This design comes from an exercise in tuning for small area, a short achievable clock period and few clock cycles per item on the open sky130 flow, not from production work.
Function was not checked in any run shown here: the RTL went through the layout flow alone.
No activity file was given, so power comes from the tool's default toggle rates.

**flow/design.v**
```verilog
module md5(
  input enable,
  input reset_n,
  input clk,
  input [63:0] initial_msg,
  input [0:127] passwd_hash,
  output test_done,
  output cracked
);
localparam [31:0] IVA = 32'h67452301;
localparam [31:0] IVB = 32'hefcdab89;
localparam [31:0] IVC = 32'h98badcfe;
localparam [31:0] IVD = 32'h10325476;
reg run;           
reg done;          
reg hit;           
reg [6:0] j;       
reg [3:0] fs;      
reg [1:0] qs;      
reg [1:0] ds;      
reg [31:0] b, c, d, p;
wire start = reset_n & ~run & ~done & enable;
wire [31:0] m0 = {initial_msg[39:32], initial_msg[47:40], initial_msg[55:48], initial_msg[63:56]};
wire [31:0] m1 = {initial_msg[7:0], initial_msg[15:8], initial_msg[23:16], initial_msg[31:24]};
reg [31:0] kw;
always @(*) begin
  case (j[5:0])
    6'd0: kw = 32'h2e7d7303;
    6'd1: kw = 32'he8c7b756;
    6'd2: kw = 32'h2420715b;
    6'd3: kw = 32'hc1bdceee;
    6'd4: kw = 32'hf57c0faf;
    6'd5: kw = 32'h4787c62a;
    6'd6: kw = 32'ha8304613;
    6'd7: kw = 32'hfd469501;
    6'd8: kw = 32'h698098d8;
    6'd9: kw = 32'h8b44f7af;
    6'd10: kw = 32'hffff5bb1;
    6'd11: kw = 32'h895cd7be;
    6'd12: kw = 32'h6b901122;
    6'd13: kw = 32'hfd987193;
    6'd14: kw = 32'ha67943ce;
    6'd15: kw = 32'h49b40821;
    6'd16: kw = 32'hf61e2562;
    6'd17: kw = 32'hc040b340;
    6'd18: kw = 32'h265e5a51;
    6'd19: kw = 32'he9b6c7aa;
    6'd20: kw = 32'hd62f105d;
    6'd21: kw = 32'h02441453;
    6'd22: kw = 32'hd8a1e681;
    6'd23: kw = 32'he7d3fbc8;
    6'd24: kw = 32'h21e1cde6;
    6'd25: kw = 32'hc3370816;
    6'd26: kw = 32'hf4d50d87;
    6'd27: kw = 32'h455a14ed;
    6'd28: kw = 32'ha9e3e905;
    6'd29: kw = 32'hfcefa478;
    6'd30: kw = 32'h676f02d9;
    6'd31: kw = 32'h8d2a4c8a;
    6'd32: kw = 32'hfffa3942;
    6'd33: kw = 32'h8771f681;
    6'd34: kw = 32'h6d9d6122;
    6'd35: kw = 32'hfde5384c;
    6'd36: kw = 32'ha4beea44;
    6'd37: kw = 32'h4bdecfa9;
    6'd38: kw = 32'hf6bb4b60;
    6'd39: kw = 32'hbebfbc70;
    6'd40: kw = 32'h289b7ec6;
    6'd41: kw = 32'heaa127fa;
    6'd42: kw = 32'hd4ef3085;
    6'd43: kw = 32'h04881d05;
    6'd44: kw = 32'hd9d4d039;
    6'd45: kw = 32'he6db99e5;
    6'd46: kw = 32'h1fa27cf8;
    6'd47: kw = 32'hc4ac56e5;
    6'd48: kw = 32'hf4292244;
    6'd49: kw = 32'h432aff97;
    6'd50: kw = 32'hab9423e7;
    6'd51: kw = 32'hfc93a039;
    6'd52: kw = 32'h655b59c3;
    6'd53: kw = 32'h8f0ccc92;
    6'd54: kw = 32'hffeff47d;
    6'd55: kw = 32'h85845dd1;
    6'd56: kw = 32'h6fa87e4f;
    6'd57: kw = 32'hfe2ce6e0;
    6'd58: kw = 32'ha3014314;
    6'd59: kw = 32'h4e0811a1;
    6'd60: kw = 32'hf7537e82;
    6'd61: kw = 32'hbd3af235;
    6'd62: kw = 32'h2ad7d33b;
    6'd63: kw = 32'heb86d391;
    default: kw = 32'h0;
  endcase
end
wire sel0 = (j[5:0] == 6'd0) | (j[5:0] == 6'd19) | (j[5:0] == 6'd41) | (j[5:0] == 6'd48);
wire sel1 = (j[5:0] == 6'd1) | (j[5:0] == 6'd16) | (j[5:0] == 6'd36) | (j[5:0] == 6'd55);
wire [31:0] mw = ({32{sel0}} & m0) | ({32{sel1}} & m1);
wire [31:0] pn = d + kw + mw;
reg [1:0] dln;
always @(*) begin
  case ({j[5:4], j[1:0]})
    4'd0: dln = 2'd3;
    4'd1: dln = 2'd3;
    4'd2: dln = 2'd3;
    4'd3: dln = 2'd2;
    4'd4: dln = 2'd1;
    4'd5: dln = 2'd0;
    4'd6: dln = 2'd0;
    4'd7: dln = 2'd0;
    4'd8: dln = 2'd0;
    4'd9: dln = 2'd2;
    4'd10: dln = 2'd2;
    4'd11: dln = 2'd3;
    4'd12: dln = 2'd2;
    4'd13: dln = 2'd1;
    4'd14: dln = 2'd1;
    4'd15: dln = 2'd1;
    default: dln = 2'd0;
  endcase
end
wire [31:0] f1 = ({32{fs[0]}} & c) | ({32{fs[1]}} & (c | d)) | ({32{fs[2]}} & ~(c ^ d)) | ({32{fs[3]}} & ~c);
wire [31:0] f0 = ({32{fs[0]}} & d) | ({32{fs[1]}} & (c & ~d)) | ({32{fs[2]}} & (c ^ d)) | ({32{fs[3]}} & (c ^ ~d));
wire [31:0] f = (b & f1) | (~b & f0);
wire [31:0] t = p + f;
reg [31:0] r1;
always @(*) begin
  case (qs)
    2'd0: r1 = {t[27:0], t[31:28]};
    2'd1: r1 = {t[22:0], t[31:23]};
    2'd2: r1 = {t[17:0], t[31:18]};
    default: r1 = {t[11:0], t[31:12]};
  endcase
end
reg [31:0] r2;
always @(*) begin
  case (ds)
    2'd0: r2 = r1;
    2'd1: r2 = {r1[30:0], r1[31]};
    2'd2: r2 = {r1[29:0], r1[31:30]};
    default: r2 = {r1[28:0], r1[31:29]};
  endcase
end
wire [31:0] bn = b + r2;
wire [31:0] ha = passwd_hash[0:31];
wire [31:0] hb = passwd_hash[32:63];
wire [31:0] hc = passwd_hash[64:95];
wire [31:0] hd = passwd_hash[96:127];
reg [31:0] pw, cw;
always @(*) begin
  case (j[1:0])
    2'd2: begin pw = ha; cw = IVA; end
    2'd3: begin pw = hd; cw = IVD; end
    2'd0: begin pw = hc; cw = IVC; end
    default: begin pw = hb; cw = IVB; end
  endcase
end
wire [31:0] pb = {pw[7:0], pw[15:8], pw[23:16], pw[31:24]};
wire [31:0] z = b ^ cw ^ pb;
wire [31:0] cy = {(cw[30:0] & (b[30:0] | ~pb[30:0])) | (~cw[30:0] & b[30:0] & ~pb[30:0]), 1'b0};
wire eqw = (z == cy);
wire chk = (j == 7'd62) | (j == 7'd63) | (j == 7'd64) | (j == 7'd65);
wire last = j[6] & j[0];
always @(posedge clk) begin
  if (run) begin
    b <= bn;
    c <= b;
    d <= c;
    j <= j + 7'd1;
  end else begin
    b <= IVB;
    c <= IVC;
    d <= IVD;
    j <= {6'd0, start};
  end
  p <= pn;
  fs <= 4'd1 << j[5:4];
  qs <= j[1:0];
  ds <= dln;
end
always @(posedge clk) begin
  if (~reset_n) begin
    run <= 1'b0;
    done <= 1'b0;
    hit <= 1'b0;
  end else if (hit) begin
    done <= 1'b1;
  end else if (done) begin
    done <= 1'b0;
  end else if (run) begin
    if (chk & (~eqw | last)) begin
      run <= 1'b0;
      done <= 1'b1;
      hit <= eqw;
    end
  end else if (enable) begin
    run <= 1'b1;
  end
end
assign test_done = done;
assign cracked = hit;
endmodule
```
**flow/run.sh**
```bash
#!/bin/bash
# synth_recipe.tcl (not shown) runs the flow's synth.tcl, then flattens the netlist and writes it again
# the make line also repeats each setting of config.mk as NAME=value (left out here)
make -C /OpenROAD-flow-scripts/flow DESIGN_CONFIG=/design/flow/config.mk WORK_HOME=/design/flow/orfs CLKGATE_MAP_FILE= SYNTH_SCRIPT=/design/flow/synth_recipe.tcl finish
```
**flow/config.mk**
```make
export PLATFORM = sky130hd
export DESIGN_NAME = md5
export DESIGN_NICKNAME = md5
export VERILOG_FILES = /design/flow/design.v
export SDC_FILE = /design/flow/constraint.sdc
export NUM_CORES = 4
export LEC_CHECK = 0
export ABC_AREA = 1
export CAP_MARGIN = 20
export CORE_MARGIN = 2
export CORE_UTILIZATION = 40
export PLACE_DENSITY = 0.6
export SETUP_SLACK_MARGIN = 3
export SLEW_MARGIN = 20
```
**flow/constraint.sdc**
```tcl
create_clock -name core_clock -period 8.0 [get_ports {clk}]
set_input_delay 1.6000 -clock core_clock [delete_from_list [all_inputs] [get_ports {clk}]]
set_output_delay 1.6000 -clock core_clock [all_outputs]
set_load 0.01 [all_outputs]
```
==> results of run 1 <==
[flip-flops by register name, summed over array words and instances, names as in the netlist]
signal,cells
b,32
fs,4
p,32
d,32
ds,2
run,1
j,7
c,32
done,1
qs,2
hit,1
[final cells by class]
cell class,count,share of cell area
Multi-Input combinational cell,2344,0.639
Timing Repair Buffer,348,0.129
Sequential cell,146,0.112
Inverter,467,0.0679
Tap cell,615,0.0289
Clock buffer,17,0.0160
Clock inverter,15,0.00685
Timing Repair inverter,1,0.000235
Antenna cell,1,0.0000939
[critical path, delay by kind of cell, from the launching register on]
kind | cells | cell delay (ns)
compound gates | 7 | 0.96
simple gates | 16 | 2.19
buf+inv | 6 | 0.72
fa+ha+maj | 3 | 0.82
flops | 1 | 0.39
[cells in the final DEF (no fill, tap or decap), types with 21 or more instances in the layout]
cell and n:
a22o_1 21, xnor2_1 21, o21ai_0 116, nand2_2 96, inv_2 46, nor2_1 182, ha_4 64, a21oi_1 183
a21oi_2 47, o211ai_1 25, a31oi_1 24, o21ai_1 33, a22oi_1 30, nand4_1 47, ha_1 114, clkdlybuf4s50_1 196
dfxtp_2 28, nand3_2 27, xor2_1 34, nand2_4 24, nor2_2 30, o22ai_1 46, or2_2 21, fa_1 61
inv_1 404, dfxtp_1 112, nand3_1 151, nand2_1 667, buf_4 120
[final timing paths]
path / from / end / slack (ns) / depth (start not counted)
worst min-delay path: c[3] / d[3] / 0.46 / 2
worst min register to register: c[3] / d[3] / 0.46 / 2
worst max-delay path: fs[0] / b[30] / 2.84 / 32
worst max register to register: fs[0] / b[30] / 2.84 / 32
[synthesized netlist by cell type, types with 25 or more instances]
master | n | share of area
dfxtp_1 | 146 | 0.15
nand3_1 | 183 | 0.048
a31oi_1 | 31 | 0.010
o21ai_0 | 150 | 0.039
ha_1 | 185 | 0.12
xor2_1 | 41 | 0.019
nand2_1 | 782 | 0.15
nand4_1 | 47 | 0.015
clkbuf_1 | 95 | 0.019
inv_1 | 453 | 0.089
o22ai_1 | 49 | 0.016
a21oi_1 | 246 | 0.064
o221ai_1 | 28 | 0.013
fa_1 | 63 | 0.066
o211ai_1 | 25 | 0.0098
nor2_1 | 220 | 0.043
a22oi_1 | 39 | 0.015
[stage by stage]
| stage | std cells | total power [W] |
|---|---|---|
| 6_report | 3954 | 0.0118 |
| 5_1_grt | 3954 | 0.0125 |
| 4_1_cts | 3884 | 0.00938 |
| 3_5_place_dp | 3801 | 0.00764 |
| 3_3_place_gp | 3801 | 0.00762 |
| 2_1_floorplan | 3072 | 0.00558 |
[report_power, final]
part | switching (W) | total [W] | internal [W] | leakage, nW
Sequential | 0.000328 | 0.00124 | 0.000915 | 1.21
Clock | 0.000402 | 0.000826 | 0.000424 | 0.294
Combinational | 0.00588 | 0.00970 | 0.00382 | 10.6
[cells by family (layout without fill, tap and decap cells)]
group                      count (synthesis)  in the layout  synth area share
DFF                                      146            146             0.152
xor gates and xnor gates                  65             65            0.0297
adders and majority gates                248            248             0.186
other                                      0              1                 0
AOI/OAI and AO/OA                        707            707             0.226
buffers and inverters                    582            848             0.115
and+or+nand+nor                         1324           1324             0.291
[per-layer routing]
| metal | GRT usage | wire, um | vias to the layer above |
|---|---|---|---|
| met2 | 0.583 | 42600 | 1317 |
| li1 | - | - | 10800 |
| met4 | 0.186 | 5960 | 2 |
| met3 | 0.0482 | 7330 | 285 |
| met1 | 0.457 | 38000 | 11200 |
| met5 | 0 | 13 | - |
[timing repair]
| action | CTS | global route |
|---|---|---|
| pin swaps | 69 | 161 |
| cloned | 4 | 3 |
| gates resized for setup | 284 | 448 |
| buffers inserted | 47 | 65 |
| setup endpoints to repair | 55 | 40 |
==> metrics.md, run 1 <==
| Metric | Value |
|---|---|
| Outcome | `timing/DRC/antenna clean` |
| Max Transition Viols Final | `0` |
| Vias/cell | `5.95` |
| Crit path arrival time | `5.57 ns` |
| Count of flip-flops with a built-in enable after synthesis | `0` |
| Worst clock skew | `0.0179 ns` |
| Post-Syn Area | `19200 um2` |
| Multi-input logic area | `17000 um2` |
| Worst-case headroom to the max-slew limit | `0.336` |
| Unique cell type count in the Yosys netlist | `66` |
| Critical Path Most Common Cell | `nand4_1` |
| Most instantiated flip-flop cell in the synthesis netlist | `dfxtp_1` |
| DRC Markers | `0` |
| Number of buffers inserted for hold repair after clock tree synthesis | `0` |
| Mean area per synthesized cell | `6.25 um2` |
| Via count of the routed design | `23500` |
| Estimated wirelength of the detail-placed design | `around 71000 um` |
| Cell at the slowest stage of the critical path | `dfxtp_4` |
| Post-Route WL | `93900 um` |
| Total negative setup slack | `0 ns` |
| Launching element type of the critical path | `flop` |
| First-pass iteration count of the detailed router | `8` |
| Vias in the first global route | `22000` |
| Clock root buffer | `clkbuf_16` |
| Synth Instances | `3072` |
| GPL Wtd Cong | `1.02` |
| Worst min path class | `flop to flop` |
| Delay contributed by the slowest stage of the critical path | `0.39 ns` |
| Clock transition at the registers of the reported paths | `0.07 ns` |
| Port bufs | `196` |
| Number of H-tree levels | `4` |
| Signed area change from the synthesized netlist to the final layout | `38.9%` |
| Initial core utilization | `0.404` |
| Clock buffer count from CTS | `17` |
| Overflow left after global routing | `0` |
| Unrepaired setup endpoints after global routing | `true` |
| Part of the cycle the worst path needs | `0.645` |
| Nets in the synthesized netlist | `between 3000 and 4000` |
| Total Die Area | `49700 um2` |
| Critical path fanouts, max | `7` |
| Overall Global Routing Usage | `0.356` |
| Filler Cells Inserted | `4531` |
| Pin count of the biggest net entering global routing | `80` |
| Type of destination of the critical path | `flop` |
| Number of hold violations in the final report | `0` |
| Area after DPL | `21700 um2` |
| Number of setup violations in the final report | `0` |
| Sink count of the clock tree | `146` |
| Height of the die | `223 um` |
| Die X | `223 um` |
| Floorplan core area | `47500 um2` |
| Std-Cell Rows | `80` |
| Post-placement setup slack | `roughly 1.8 ns` |
| Highest clock frequency the design can meet | `roughly 190 MHz` |
| Worst IR Drop VDD | `between 0.0002 and 0.0003 V` |
| Proportion of synthesized chip area in sequential cells | `0.152` |
| Area occupied by registers | `roughly 3000 um2` |
| Antenna violations before repair | `2` |
| Ports placed on the boundary | `197` |
| Number of DRC violations after detailed-routing iteration 0 | `2568` |
| Number of nets in the finished design | `3768` |
| Fraction of layout cells with a size suffix above 1 | `0.229` |
| Design area | `26700 um2` |
| Worst Setup Path Type | `flop to flop` |
| Max-cap violation count | `0` |
| Min cycle time layout | `just over 5 ns` |
| Transition time at the pin with the least slew margin | `0.971 ns` |
| Insertion delay to the later sink of the worst-skew pair | `about 0.46 ns` |
| Final worst slack | `2.84 ns` |
| Clock tree from TritonCTS | `yes` |
| Critical path required time | `8.40 ns` |
| Syn. warnings | `1` |
| Number of buffers on the longest clock path | `2` |
| Pwr Density | `442 nW/um2` |
| Post-layout utilization of the core | `0.561` |
| Global-route wire length before repair | `around 130000 um` |
| Post-detailed-route wirelength per cell | `~24 um` |
| P_leak | `12.1 nW` |
| Flip-flop and latch count after synthesis | `146` |
| Ys async rst share | `0` |
| Worst hold margin | `0.460 ns` |
| Number of nets with antenna violations after routing | `0` |
==> run 2: changes to the inputs <==
--- a/flow/design.v
+++ b/flow/design.v
@@ -13,2 +13,33 @@
 localparam [31:0] IVD = 32'h10325476;
+function [31:0] add_bk(input [31:0] x, input [31:0] y);
+  reg [31:0] gg, pp, G, P;
+  integer k, l;
+  begin
+    gg = x & y; pp = x ^ y; G = gg; P = pp;
+    for (l = 1; l < 32; l = l * 2)
+      for (k = 2*l - 1; k < 32; k = k + 2*l) begin
+        G[k] = G[k] | (P[k] & G[k-l]);
+        P[k] = P[k] & P[k-l];
+      end
+    for (l = 8; l >= 1; l = l / 2)
+      for (k = 3*l - 1; k < 32; k = k + 2*l) begin
+        G[k] = G[k] | (P[k] & G[k-l]);
+        P[k] = P[k] & P[k-l];
+      end
+    add_bk = pp ^ {G[30:0], 1'b0};
+  end
+endfunction
+function [31:0] add_ks(input [31:0] x, input [31:0] y);
+  reg [31:0] gg, pp, G, P;
+  integer k, l;
+  begin
+    gg = x & y; pp = x ^ y; G = gg; P = pp;
+    for (l = 1; l < 32; l = l * 2)
+      for (k = 31; k >= l; k = k - 1) begin
+        G[k] = G[k] | (P[k] & G[k-l]);
+        P[k] = P[k] & P[k-l];
+      end
+    add_ks = pp ^ {G[30:0], 1'b0};
+  end
+endfunction
 reg run;           
@@ -97,3 +128,5 @@
 wire [31:0] mw = ({32{sel0}} & m0) | ({32{sel1}} & m1);
-wire [31:0] pn = d + kw + mw;
+wire [31:0] ps = d ^ kw ^ mw;
+wire [31:0] pc = {(d[30:0] & kw[30:0]) | (d[30:0] & mw[30:0]) | (kw[30:0] & mw[30:0]), 1'b0};
+wire [31:0] pn = add_bk(ps, pc);
 reg [1:0] dln;
@@ -123,3 +156,3 @@
 wire [31:0] f = (b & f1) | (~b & f0);
-wire [31:0] t = p + f;
+wire [31:0] t = add_ks(p, f);
 reg [31:0] r1;
@@ -142,3 +175,3 @@
 end
-wire [31:0] bn = b + r2;
+wire [31:0] bn = add_ks(b, r2);
 wire [31:0] ha = passwd_hash[0:31];
==> run 2 against run 1 <==
Clock power fell by 2%. Synthesized cell count is 6.5% lower. Hold slack about the same. Power is 5.9% lower. Combinational power fell by 6.6%. Largest power group unchanged. Highest routed layer unchanged.
==> metrics.md, run 2 <==
| Metric | Value |
|---|---|
| Outcome | `timing/DRC/antenna clean` |
| Mean area per synthesized cell | `6.51 um2` |
| Part of the power in combinational logic | `0.818` |
| Sw Share | `0.544` |
| Clock root buffer | `clkbuf_16` |
| Proportion of synthesized chip area in sequential cells | `0.156` |
| Transition time at the pin with the least slew margin | `1.13 ns` |
| Post-layout utilization of the core | `0.572` |
| Number of hold violations in the final report | `0` |
| Sequential share of power | `0.108` |
| Clock tree from TritonCTS | `yes` |
| Met3 wirelength from detailed routing | `8470 um` |
| Worst Min Path Start | `c[30]` |
| Overflow left after global routing | `0` |
| Min-Delay Endpoint | `d[30]` |
| Flip-flop and latch count after synthesis | `146` |
| Internal cell power | `0.00505 W` |
| Antenna violations before repair | `2` |
| Total routed wire length on the met1 layer | `between 30000 and 40000 um` |
| Met2 wirelength from detailed routing | `42900 um` |
| Critical path required time | `8.32 ns` |
| Total Die Area | `about 48000 um2` |
| Worst clock skew | `0.0140 ns` |
| Number of cells on the worst reg-to-reg path | `30` |
| Worst min path class | `flop to flop` |
| Most common cell after layout, fill and taps aside | `nand2_1` |
| Global-route wire length before repair | `134000 um` |
| Clock buffer count from CTS | `17` |
| Min cycle time layout | `5.09 ns` |
| Clock transition at the registers of the reported paths | `0.07 ns` |
| Worst Setup Path Type | `flop to flop` |
| Number of H-tree levels | `4` |
| Fraction of layout cells with a size suffix above 1 | `0.268` |
| Most frequent cells in the layout | `526 x nand2_1, 403 x inv_1, 194 x clkdlybuf4s50_1` |
| Signed area change from the synthesized netlist to the final layout | `41.9%` |
| Overall Global Routing Usage | `0.372` |
| Synth area leader | `dfxtp_1` |
| Pin count of the biggest net entering global routing | `between 70 and 80` |
| Nets in the synthesized netlist | `3326` |
| Floorplan core area | `46400 um2` |
| Total negative setup slack | `0 ns` |
| Max Transition Viols Final | `0` |
| Worst hold margin | `around 0.46 ns` |
| GPL Wtd Cong | `1.06` |
| Launching point of the worst reg2reg path | `fs[1]` |
| Count of antenna diodes in the layout | `0` |
| Count of flip-flops with a built-in enable after synthesis | `0` |
| Post-Syn Area | `between 15000 and 20000 um2` |
| Number of buffers inserted for hold repair after clock tree synthesis | `0` |
| Ys async rst share | `0` |
| Unique cell type count in the Yosys netlist | `67` |
| Max-cap violation count | `0` |
| Number of nets with antenna violations after routing | `0` |
| Portion of total power attributed to the clock network | `0.073` |
| Area share of the leading cell type in the synthesized netlist | `0.156` |
| Most instantiated flip-flop cell in the synthesis netlist | `dfxtp_1` |
| Post-detailed-route wirelength per cell | `24.8 um` |
| Bufs and invs on worst path | `6` |
| Max Used Layer | `met5` |
| Estimated wirelength of the detail-placed design | `71000 um` |
| Sink count of the clock tree | `146` |
| Port bufs | `196` |
| First-pass iteration count of the detailed router | `6` |
| Vias/cell | `roughly 6` |
| Highest clock frequency the design can meet | `196 MHz` |
| Worst-case headroom to the max-slew limit | `0.244` |
| Unrepaired setup endpoints after global routing | `true` |
| Via count of the routed design | `22800` |
| Post-synth top cells | `633 x nand2_1, 440 x inv_1, 220 x a21oi_1` |
| Power dissipated by switching net loads | `~0.0060 W` |
| Launching element type of the critical path | `flop` |
| Height of the die | `roughly 220 um` |
| Cell at the slowest stage of the critical path | `dfxtp_4` |
| Initial core utilization | `0.403` |
| Cell with the most instances after synthesis | `nand2_1` |
| Ports placed on the boundary | `197` |
| Synth Instances | `2871` |
| Std-Cell Rows | `79` |
| Pwr Density | `417 nW/um2` |
| Insertion delay to the later sink of the worst-skew pair | `roughly 0.47 ns` |
| Area after DPL | `21300 um2` |
| Crit path arrival time | `~5.4 ns` |
| Number of nets in the finished design | `3641` |
| Syn. warnings | `1` |
| Vias in the first global route | `between 20000 and 25000` |
| Cell depth of the worst min-delay path | `2` |
| Worst IR Drop VDD | `roughly 0.00032 V` |
| Die X | `between 200 and 250 um` |
| Number of buffers on the longest clock path | `2` |
| Post-Route WL | `94200 um` |
| Number of setup violations in the final report | `0` |
| Delay contributed by the slowest stage of the critical path | `between 0.3 and 0.4 ns` |
| Type of destination of the critical path | `flop` |
| Number of DRC violations after detailed-routing iteration 0 | `2412` |
| DRC Markers | `0` |
| Slack of the worst reg-to-reg path | `2.91 ns` |
| Worst path top cell family by delay | `compound AO/OA/AOI/OAI gates` |
| Critical path fanouts, max | `6` |
| Synth area leaders | `dfxtp_1 16%, nand2_1 13%, ha_1 12%` |
| Design area | `26500 um2` |
| Part of the cycle the worst path needs | `0.637` |
| RR Endpoint | `b[19]` |
| P_leak | `11.9 nW` |
==> run 2: cell types whose count changed after synthesis, sizes merged, moves of 10 or more <==
cell,change
nand3,-10
o22ai,+42
nand2,-140
fa,+16
a22oi,-33
o2111ai,-12
a211oi,+12
nor2,-10
o21ai,-31
a221oi,+17
nand4,-13
inv,-14
a21oi,-15
xnor2,-10
==> run 2: kinds of logic after synthesis <==
kind of cell	share of synthesized area
compound gates	0.237
flops	0.156
buf+inv	0.116
fa+ha+maj	0.206
xor+xnor	0.0248
simple gates	0.260
==> run 2: layout make-up <==
| type | instances | area [um2] |
|---|---|---|
| multi-input combinational | 2158 | 16500 |
| timing repair buffer | 410 | 3920 |
| inverter | 451 | 1740 |
| timing repair inverter | 2 | 15.0 |
| sequential | 146 | 3040 |
| tap | 607 | 759 |
| fill | 4330 | 19800 |
| clock buffer | 20 | 437 |
| clock inverter | 10 | 129 |
==> run 2: through the flow <==
step	instances	total power, W	worst slack [ns]
2_1_floorplan	2871	0.00537	3.02
6_report	3804	0.0111	2.91
4_1_cts	3734	0.00933	3.00
3_3_place_gp	3599	0.00727	1.43
3_5_place_dp	3599	0.00735	1.52
5_1_grt	3804	0.0118	2.67
==> run 2: metal layers <==
metal / up-vias / global-route usage
met5: - / 0
met4: 2 / 0.176
met3: 265 / 0.0745
met2: 1259 / 0.601
met1: 11000 / 0.477
li1: 10300 / -
==> run 2: what timing repair did <==
action,in CTS,in global routing
gates resized for setup,347,385
cloned,4,1
endpoints found under the setup margin,56,31
setup buffers,101,67
pin swaps,106,181
==> run 2: worst max-delay path by stage <==
| stage | startpoint | endpoint | slack, ns | cells past startpoint |
|---|---|---|---|---|
| after floorplan | j[1] | p[31] | 3.02 | 31 |
| after global placement | j[2] | p[31] | 1.43 | 27 |
| after detailed placement | j[0] | p[31] | 1.52 | 28 |
| after CTS | d[16] | b[14] | 3.00 | 32 |
| after global routing | fs[1] | b[19] | 2.67 | 34 |
| final | fs[1] | b[19] | 2.91 | 30 |
==> run 2: power groups by stage <==
| stage | combinational, W | clock, W | sequential [W] |
|---|---|---|---|
| floorplan | 0.00435 | 0 | 0.00103 |
| global placement | 0.00612 | 0 | 0.00115 |
| detailed placement | 0.00619 | 0 | 0.00115 |
| CTS | 0.00734 | 0.000821 | 0.00116 |
| global route | 0.00971 | 0.000847 | 0.00120 |
| finish | 0.00906 | 0.000813 | 0.00120 |
==> run 2: worst register-to-register path, delay by kind of cell (launching register included) <==
family / cells / cell delay (ns)
buf+inv: 6 / 0.82
simple gates: 10 / 1.35
flops: 1 / 0.38
compound gates: 12 / 1.87
fa+ha+maj: 2 / 0.53
==> run 3: changes to the inputs <==
--- a/flow/config.mk
+++ b/flow/config.mk
@@ -10,4 +10,4 @@
 export CORE_MARGIN = 2
-export CORE_UTILIZATION = 40
-export PLACE_DENSITY = 0.6
+export CORE_UTILIZATION = 65
+export PLACE_DENSITY = 0.75
 export SETUP_SLACK_MARGIN = 3
==> run 3 against run 2 <==
Synthesized cell count is the same. The flow now stops in 5_1_grt. Synthesized area is the same.
==> metrics.md, run 3 <==
| Metric | Value |
|---|---|
| Outcome | `stopped before the end` |
| Last stage reached | `5_1_grt` |
| Error message | `[ERROR GRT-0116] Global routing finished with congestion. Check the congestion regions in the DRC Viewer.` |
| Ys async rst share | `0` |
| Initial core utilization | `0.656` |
| Post-Syn Area | `18700 um2` |
| Cell with the most instances after synthesis | `nand2_1` |
| Post-synth top cells | `633 x nand2_1, 440 x inv_1, 220 x a21oi_1` |
| Overall Global Routing Usage | `0.740` |
| Port bufs | `just under 200` |
| Area share of the leading cell type in the synthesized netlist | `0.156` |
| Area after DPL | `20900 um2` |
| Std-Cell Rows | `62` |
| Sink count of the clock tree | `146` |
| Count of flip-flops with a built-in enable after synthesis | `0` |
| Height of the die | `about 170 um` |
| GPL Wtd Cong | `1.24` |
| Clock root buffer | `clkbuf_16` |
| Overflow left after global routing | `118` |
| Number of buffers inserted for hold repair after clock tree synthesis | `0` |
| Synth Instances | `~2900` |
| Flip-flop and latch count after synthesis | `146` |
| Global-route wire length before repair | `173000 um` |
| Number of buffers on the longest clock path | `2` |
| Syn. warnings | `1` |
| Synth area leaders | `dfxtp_1 16%, nand2_1 13%, ha_1 12%` |
| Die X | `174 um` |
| Clock buffer count from CTS | `17` |
| Estimated wirelength of the detail-placed design | `61000 um` |
| Unique cell type count in the Yosys netlist | `67` |
| Post-placement setup slack | `1.35 ns` |
| Pin count of the biggest net entering global routing | `72` |
| Most instantiated flip-flop cell in the synthesis netlist | `dfxtp_1` |
| Ports placed on the boundary | `197` |
| Vias in the first global route | `between 20000 and 30000` |
| Number of H-tree levels | `4` |
| Synth area leader | `dfxtp_1` |
| Mean area per synthesized cell | `6.51 um2` |
| Nets in the synthesized netlist | `3326` |
| Proportion of synthesized chip area in sequential cells | `0.156` |
[run 3: cell counts after synthesis]
Identical to the previous run, type by type.
[run 3: kinds of logic after synthesis]
family          after synthesis  share of synthesized area
simple gates               1142                      0.260
compound gates              703                      0.237
buf+inv                     567                      0.116
fa+ha+maj                   260                      0.206
flops                       146                      0.156
xor+xnor                     53                     0.0248
[run 3: per-layer routing]
layer | GRT overflow | global-route usage
met5 | 1 | 0.167
met3 | 3 | 0.575
met1 | 4 | 0.728
met4 | 38 | 0.746
met2 | 72 | 0.937
[run 3: through the flow]
step,cells,utilization
after CTS,3520,0.842
after detailed placement,3362,0.735
after global placement,3362,0.735
after floorplan,2871,-
[run 3: what timing repair did]
item,CTS
endpoints found under the setup margin,59
gates cloned,14
pin swaps,106
gates resized for setup,321
setup buffers,112
[run 3: worst max-delay path by stage]
stage          start  depth (start not counted)    end  slack, ns
2_1_floorplan   j[1]                         31  p[31]       3.02
4_1_cts        fs[1]                         31  b[18]       2.99
3_3_place_gp    j[1]                         28  p[31]       1.69
3_5_place_dp    j[1]                         28  p[31]       1.35
[run 3: power groups by stage]
stage	logic [W]	registers (W)	clock network (W)
after floorplan	0.00435	0.00103	0
after global placement	0.00572	0.00115	0
after detailed placement	0.00594	0.00116	0
after CTS	0.00713	0.00116	0.000817
==> run 4: changes to the inputs <==
==> flow/flow/run.sh (new file) <==
#!/bin/bash
# The standard layout, with the port buffers made from the smallest buffer cell.
set -euo pipefail
bash standard.sh "BUFFER_PORTS_ARGS=-buffer_cell sky130_fd_sc_hd__buf_1" finish > standard.log 2>&1
==> flow/standard.sh (new file) <==
#!/bin/bash
# synth_recipe.tcl (not shown) runs the flow's synth.tcl, then flattens the netlist and writes it again
# the make line also repeats each setting of config.mk as NAME=value (left out here)
make -C /OpenROAD-flow-scripts/flow DESIGN_CONFIG=/design/flow/config.mk WORK_HOME=/design/flow/orfs CLKGATE_MAP_FILE= SYNTH_SCRIPT=/design/flow/synth_recipe.tcl "${@:-finish}"
--- a/flow/config.mk
+++ b/flow/config.mk
@@ -10,4 +10,4 @@
 export CORE_MARGIN = 2
-export CORE_UTILIZATION = 65
-export PLACE_DENSITY = 0.75
+export CORE_UTILIZATION = 40
+export PLACE_DENSITY = 0.6
 export SETUP_SLACK_MARGIN = 3
removed: flow/run.sh
==> run 4 against run 3 <==
Now clean on timing, DRC and antenna. Synthesized cell count stayed put. Synthesized area unchanged.
==> metrics.md, run 4 <==
| Metric | Value |
|---|---|
| Proportion of synthesized chip area in sequential cells | `0.156` |
| Post-Syn Area | `18700 um2` |
| Total negative setup slack | `0 ns` |
| Outcome | `timing/DRC/antenna clean` |
| Worst setup path start | `fs[2]` |
| Via count of the routed design | `about 23000` |
| Post-Route WL | `98400 um` |
| Die X | `220 um` |
| Overflow left after global routing | `0` |
| Ys async rst share | `0` |
| Number of nets with antenna violations after routing | `0` |
| Crit path arrival time | `5.54 ns` |
| Worst clock skew | `~0.015 ns` |
| Clock buffer count from CTS | `17` |
| Type of destination of the critical path | `flop` |
| DRC Markers | `0` |
| Worst Setup Path Type | `flop to flop` |
| Most common cell after layout, fill and taps aside | `nand2_1` |
| Pin count of the biggest net entering global routing | `78` |
| Synth area leaders | `dfxtp_1 16%, nand2_1 13%, ha_1 12%` |
| Vias in the first global route | `21700` |
| Overall Global Routing Usage | `0.380` |
| Syn. warnings | `1` |
| Count of flip-flops with a built-in enable after synthesis | `0` |
| P_leak | `11.8 nW` |
| Synth area leader | `dfxtp_1` |
| Part of the cycle the worst path needs | `0.652` |
| Min cycle time layout | `5.21 ns` |
| Post-layout utilization of the core | `0.571` |
| Port bufs | `196` |
| Clock tree from TritonCTS | `yes` |
| Max Transition Viols Final | `0` |
| Synth Instances | `2871` |
| Unrepaired setup endpoints after global routing | `true` |
| Max-cap violation count | `0` |
| First-pass iteration count of the detailed router | `8` |
| Number of buffers inserted for hold repair after clock tree synthesis | `0` |
| Most frequent cells in the layout | `508 x nand2_1, 397 x inv_1, 207 x buf_4` |
| Count of antenna diodes in the layout | `0` |
| Worst min path class | `flop to flop` |
| Launching element type of the critical path | `flop` |
| Pwr Density | `around 450 nW/um2` |
| Most instantiated flip-flop cell in the synthesis netlist | `dfxtp_1` |
| Launching point of the worst reg2reg path | `fs[2]` |
| Number of setup violations in the final report | `0` |
| Insertion delay to the later sink of the worst-skew pair | `0.48 ns` |
| Critical path fanouts, max | `5` |
| Global-route wire length before repair | `136000 um` |
| Area share of the leading cell type in the synthesized netlist | `0.156` |
| Vias/cell | `6.04` |
| Cell at the slowest stage of the critical path | `dfxtp_4` |
| Total Die Area | `48500 um2` |
| Number of buffers on the longest clock path | `2` |
| Antenna violations before repair | `1` |
| Number of DRC violations after detailed-routing iteration 0 | `2456` |
| Worst-case headroom to the max-slew limit | `0.297` |
| Flip-flop and latch count after synthesis | `about 150` |
| Mean area per synthesized cell | `6.51 um2` |
| Floorplan core area | `around 46000 um2` |
| Height of the die | `220 um` |
| Number of H-tree levels | `4` |
| Cell with the most instances after synthesis | `nand2_1` |
| Clock root buffer | `clkbuf_16` |
| Transition time at the pin with the least slew margin | `about 1.1 ns` |
| Number of nets in the finished design | `3693` |
| Delay contributed by the slowest stage of the critical path | `0.38 ns` |
| Worst hold margin | `0.459 ns` |
| Ports placed on the boundary | `197` |
| Nets in the synthesized netlist | `approximately 3300` |
| Std-Cell Rows | `just under 80` |
| Highest clock frequency the design can meet | `192 MHz` |
| Worst Min Path Start | `c[8]` |
| GPL Wtd Cong | `1.05` |
| Post-detailed-route wirelength per cell | `25.5 um` |
| Worst IR Drop VDD | `between 0.0003 and 0.0004 V` |
| Estimated wirelength of the detail-placed design | `just over 70000 um` |
| Critical path required time | `8.33 ns` |
| Number of hold violations in the final report | `0` |
| Signed area change from the synthesized netlist to the final layout | `41.8%` |
| Post-synth top cells | `633 x nand2_1, 440 x inv_1, 220 x a21oi_1` |
| Unique cell type count in the Yosys netlist | `67` |
| Fraction of layout cells with a size suffix above 1 | `0.301` |
| Initial core utilization | `0.403` |
| Sink count of the clock tree | `146` |
| Clock transition at the registers of the reported paths | `0.08 ns` |
-- run 4: cell counts after synthesis --
Identical to the previous run, type by type.
-- run 4: path summary, 6_finish.rpt --
path | depth (start not counted) | slack [ns] | end
setup / recovery | 36 | 2.79 | b[19]
hold / removal | 2 | 0.46 | d[8]
setup reg to reg | 36 | 2.79 | b[19]
hold reg to reg | 2 | 0.46 | d[8]
-- run 4: area by class of cell --
type,count,area [um2]
Fill cell,4225,19900
Multi-Input combinational cell,2158,17000
Timing Repair Buffer,463,3380
Sequential cell,146,3030
Inverter,451,1740
Tap cell,607,759
Clock buffer,17,425
Clock inverter,15,173
Timing Repair inverter,1,7.51
-- run 4: power breakdown --
part | switching (W) | total [W] | internal (W) | leakage [nW]
sequential | 0.000283 | 0.00120 | 0.000915 | 1.21
clock | 0.000406 | 0.000850 | 0.000444 | 0.280
combinational | 0.00582 | 0.00981 | 0.00399 | 10.3
total | 0.00651 | 0.0119 | 0.00535 | 11.8
-- run 4: layer usage --
layer  vias to the layer above  wire (um)  share of wire  track usage
met2                      1376      44400           0.45        0.606
li1                      10400          -              -            -
met1                     11200      39000           0.40        0.485
met3                       339       8490          0.086       0.0682
met4                         0       6560          0.067        0.213
met5                         -          0              0            0
-- run 4: cells by family (layout without fill, tap and decap cells) --
logic type / count (synthesis) / in the layout / share of synthesized area
xor+xnor: 53 / 53 / 0.0248
simple gates: 1142 / 1142 / 0.260
buf+inv: 567 / 947 / 0.116
flops: 146 / 146 / 0.156
compound gates: 703 / 703 / 0.237
fa+ha+maj: 260 / 260 / 0.206
-- run 4: worst max-delay path: cells and delay by family (launching register included) --
| kind | cells | cell delay, ns |
|---|---|---|
| buffers and inverters | 8 | 0.85 |
| and+or+nand+nor | 15 | 1.51 |
| AOI/OAI and AO/OA | 10 | 1.37 |
| adders and majority gates | 3 | 0.94 |
| DFF | 1 | 0.38 |
-- run 4: through the flow --
stage               total power [W]  cell area [um2]  instances  worst slack [ns]
global route                 0.0125            26500       3858              2.61
global placement            0.00724            20100       3602              1.35
detailed placement          0.00728            20100       3602              1.48
CTS                         0.00946            23400       3751              2.97
finish                       0.0119            26500       3858              2.79
floorplan                   0.00537            18700       2871              3.02
-- run 4: what timing repair did --
item,4_1_cts,5_1_grt
endpoints found under the hold margin,0,0
setup buffers,110,101
cloned,7,6
pin swaps,101,223
endpoints found under the setup margin,56,30
gates resized for setup,387,497

## separate check: timing with driven ports
Ports are ideal in the flow. The routed layouts listed here were re-timed in OpenROAD. Step 1 assumes that a clkbuf_16 drives the clock port and a buf_2 every other input. Step 2, shift: input delay + t, output delay - t, t = (earliest + latest rising clock arrival at the registers) / 2. This alone moves slack from input paths to output paths. a / b / c = ideal ports / drivers / drivers and shift; a / b = the first two.
run | t (ns) | slack for setup (ns) | worst setup path after step 2 | slew at the worst register clock pin (ns)
run 1 | 0.503 | 2.837 / 2.837 / 2.837 | register to register | 0.08 / 0.08
run 2 | 0.521 | 2.907 / 2.907 / 2.773 | input to register | 0.07 / 0.07
run 4 | 0.526 | 2.786 / 2.786 / 2.786 | register to register | 0.08 / 0.08
After both steps setup and hold are still met in every run listed. For run 2, which loses most, drivers alone change the setup slack by 0.000 ns; drivers and shift together by -0.134 ns.
